Source: an optimization exercise on an open RTL-to-GDS flow (aim: small area). Production flows keep margins and buffers that such runs may drop.
The clock port is modelled as an ideal driver; clocking choices that lean on that would not hold on a real chip.
No activity file was given, so power comes from the tool's default toggle rates.

run 1:
==> flow/design.v (excerpt) <==
module sync_fifo #(parameter width=8, depth=16, addr_size=4)(
    input [width-1:0] data_in,
    input rst, clk, rd_en, wr_en,
    output fifo_full, fifo_empty,
    output [width-1:0] data_out
);
Size in the first run: roughly 270 cells after synthesis, ~140 flip-flops, ~5100 um^2 of cells after synthesis.
==> flow/config.mk <==
export PLATFORM = sky130hd
export DESIGN_NAME = sync_fifo
export DESIGN_NICKNAME = sync_fifo
export VERILOG_FILES = /design/flow/design.v
export SDC_FILE = /design/flow/constraint.sdc
export NUM_CORES = 4
export LEC_CHECK = 0
export CAP_MARGIN = 20
export CORE_MARGIN = 2
export CORE_UTILIZATION = 40
export SLEW_MARGIN = 20
export SYNTH_HIERARCHICAL = 1
==> flow/constraint.sdc <==
create_clock -name core_clock -period 4.0 [get_ports {clk}]
set_input_delay 0.8000 -clock core_clock [delete_from_list [all_inputs] [get_ports {clk}]]
set_output_delay 0.8000 -clock core_clock [all_outputs]
set_load 0.01 [all_outputs]
standard.sh (not shown) runs the stock make flow with config.mk's settings and CLKGATE_MAP_FILE= SYNTH_SCRIPT=/design/flow/synth_recipe.tcl, a recipe that flattens the netlist after the stock synthesis.
==> flow/flow/run.sh <==
#!/bin/bash
# Standard ORFS layout, except: clock tree without dummy loads (they only
# balance skew between tree branches), and port buffers of the smallest size.
set -euo pipefail
export CTS_ARGS="-sink_clustering_enable -repair_clock_nets -dont_use_dummy_load -buf_list sky130_fd_sc_hd__clkbuf_4"
export BUFFER_PORTS_ARGS="-buffer_cell sky130_fd_sc_hd__buf_1"
export RECOVER_POWER=100
export POST_CTS_TCL="$PWD/flow/postcts.tcl"
bash standard.sh finish > standard.log 2>&1
==> flow/flow/postcts.tcl <==
# After CTS: a clkbuf_4 leaf whose sinks see a slow clock edge is swapped for
# a clkbuf_8, then the placement is legalised again.
estimate_parasitics -placement
set n 0
foreach inst [get_cells clkbuf_*] {
  if { [get_property $inst ref_name] ne "sky130_fd_sc_hd__clkbuf_4" } { continue }
  set net [get_nets -of_objects [get_pins [get_full_name $inst]/X]]
  set worst 0
  foreach l [get_pins -of_objects $net -filter "direction==input"] {
    set s [get_property $l slew_max]
    if { $s > $worst } { set worst $s }
  }
  if { $worst > 0.115 } {
    replace_cell $inst sky130_fd_sc_hd__clkbuf_8
    incr n
  }
}
puts "post-cts: upsized $n clock buffers"
if { $n > 0 } {
  detailed_placement
  estimate_parasitics -placement
}
What run 2 does differently from run 1 at the input level:
--- a/flow/flow/run.sh
+++ b/flow/flow/run.sh
@@ -5,5 +5,5 @@
 export CTS_ARGS="-sink_clustering_enable -repair_clock_nets -dont_use_dummy_load -buf_list sky130_fd_sc_hd__clkbuf_4"
 export BUFFER_PORTS_ARGS="-buffer_cell sky130_fd_sc_hd__buf_1"
-export RECOVER_POWER=100
+export POST_FLOORPLAN_TCL="$PWD/flow/downsize.tcl"
 export POST_CTS_TCL="$PWD/flow/postcts.tcl"
 bash standard.sh finish > standard.log 2>&1
==> flow/flow/downsize.tcl (new file) <==
# After floorplan: every combinational cell that synthesis sized above drive
# strength 1 goes back to its _1 variant; the placement and routing repairs
# later upsize or buffer whatever then needs it for slew, load or timing.
set n 0
foreach inst [get_cells *] {
  set ref [get_property $inst ref_name]
  if { ![regexp {^(sky130_fd_sc_hd__[a-z0-9]+)_([0-9]+)$} $ref -> base drive] } { continue }
  if { $drive <= 1 } { continue }
  if { [regexp {__(df|dl|sdf|edf|sedf|clk|tap|fill|conb|dly|lpflow|probe)} $base] } { continue }
  if { [get_lib_cells -quiet */${base}_1] eq "" } { continue }
  replace_cell [get_full_name $inst] ${base}_1
  incr n
}
puts "downsize: $n cells set to drive strength 1"
Findings:
Run 1 vs run 2, path type of the worst setup path: reg2reg vs in2reg
Relative area change from synthesis to final layout in run 2 is 0.42 points lower than in run 1
Diff run 1 and run 2: fraction of layout instances using a drive strength above 1 lower in run 2
In the flow results for run 1 and run 2, the sequential cell area share is smaller on run 1.
Worst setup slack on run 2 is ahead of run 1.
Wire length per cell after detailed routing: higher on run 2
Status: clock network area share parity (run 2, run 1)
--- input diff run 2..run 3 ---
--- a/flow/flow/run.sh
+++ b/flow/flow/run.sh
@@ -5,5 +5,4 @@
 export CTS_ARGS="-sink_clustering_enable -repair_clock_nets -dont_use_dummy_load -buf_list sky130_fd_sc_hd__clkbuf_4"
 export BUFFER_PORTS_ARGS="-buffer_cell sky130_fd_sc_hd__buf_1"
-export POST_FLOORPLAN_TCL="$PWD/flow/downsize.tcl"
 export POST_CTS_TCL="$PWD/flow/postcts.tcl"
 bash standard.sh finish > standard.log 2>&1
removed: flow/flow/downsize.tcl
==> comparison <==
- [run 3] fraction of met2 tracks used by global routing fell 0.74 points relative to run 2
- The lower final instance area came out of run 2.
- Going from run 2 to run 3, period utilization shrinks by 0.95 points.
- Run 3 vs run 2: total wirelength of the detailed-routed design down slightly
No functional check of the RTL was part of any run of this note.

* * *

## zinc
Another version of the RTL of sync_fifo (not shown whole).
Size in the first run: ~22 I/O pins, roughly 0.0051 mm^2 of cells after synthesis.
clock: 4.0 ns
lec_check: 0
cap_margin: 20
core_margin: 2
core_utilization: 40
slew_margin: 20
synth_hierarchical: 1
==> flow/flow/run.sh <==
#!/bin/bash
# Standard ORFS layout, except: clock tree without dummy loads (they only
# balance skew between tree branches), and port buffers of the smallest size.
set -euo pipefail
export CTS_ARGS="-sink_clustering_enable -repair_clock_nets -dont_use_dummy_load -buf_list sky130_fd_sc_hd__clkbuf_4"
export BUFFER_PORTS_ARGS="-buffer_cell sky130_fd_sc_hd__buf_1"
export RECOVER_POWER=100
export POST_CTS_TCL="$PWD/flow/postcts.tcl"
bash standard.sh finish > standard.log 2>&1
Scripts as last shown in full above: flow/flow/postcts.tcl
zinc -> stages 100% | layout checks FAIL | max-capacitance violations, max-slew violations
[inputs] raven vs zinc
-- flow/flow/run.sh --
<<< zinc, line 7
export RECOVER_POWER=100
>>> raven, line 7
export POST_FLOORPLAN_TCL="$PWD/flow/downsize.tcl"
==> flow/flow/downsize.tcl (new file) <==
# After floorplan: every combinational cell that synthesis sized above drive
# strength 1 goes back to its _1 variant; the placement and routing repairs
# later upsize or buffer whatever then needs it for slew, load or timing.
set n 0
foreach inst [get_cells *] {
  set ref [get_property $inst ref_name]
  if { ![regexp {^(sky130_fd_sc_hd__[a-z0-9]+)_([0-9]+)$} $ref -> base drive] } { continue }
  if { $drive <= 1 } { continue }
  if { [regexp {__(df|dl|sdf|edf|sedf|clk|tap|fill|conb|dly|lpflow|probe)} $base] } { continue }
  if { [get_lib_cells -quiet */${base}_1] eq "" } { continue }
  replace_cell [get_full_name $inst] ${base}_1
  incr n
}
puts "downsize: $n cells set to drive strength 1"
==> comparison <==
- raven: flow completed, timing, DRC and antenna clean
- For the fraction of layout instances using a drive strength above 1, raven came in 0.67 points lower than zinc did.
- Diff raven..zinc | sequential cell count of the final layout | unchanged
- raven against zinc: number of vias per cell comparable; net total in the final layout now larger; DRC violation count after routing comparable; count of flip-flops with a built-in enable after synthesis comparable.
- Per the comparison of raven with zinc, clock transition at the register clock pins on the worst setup and hold paths after CTS was more or less identical; count of plain and timing-repair buffers in the layout went up by 4.5%.
- On internal power of the cells, raven does better than zinc.
No functional check of the RTL was part of any run of this note.

[static timing again, ports no longer ideal]
How much do the figures lean on ideal ports? The routed layouts below were timed once more, with nothing changed but the port constraints. Step 1 assumes that a clkbuf_16 drives the clock port and a buf_2 every other input. Step 2 also shifts input and output timing later by t, the mid clock arrival at the registers, as if the neighbouring blocks saw the same clock. a / b / c = ideal / step 1 / step 2; a / b = the first two.
run | t (ns) | setup slack, ns | worst register clock-pin slew, ns | worst data-port slew with drivers (ns) | pins driven straight from the clock port
run 1 | 0.424 | 1.257 / 1.257 / 1.060 | 0.11 / 0.11 | 0.03 | 1
run 2 | 0.426 | 1.554 / 1.558 / 1.131 | 0.11 / 0.11 | 0.03 | 1
run 3 | 0.425 | 1.592 / 1.561 / 1.244 | 0.11 / 0.11 | 0.03 | 1
zinc | 0.421 | 1.063 / 1.063 / 1.050 | 0.10 / 0.10 | 0.03 | 1
raven | 0.429 | 1.573 / 1.573 / 1.259 | 0.11 / 0.11 | 0.03 | 1
The setup slack of run 2, which loses most, moves by +0.004 ns with the drivers and by -0.423 ns with both steps.
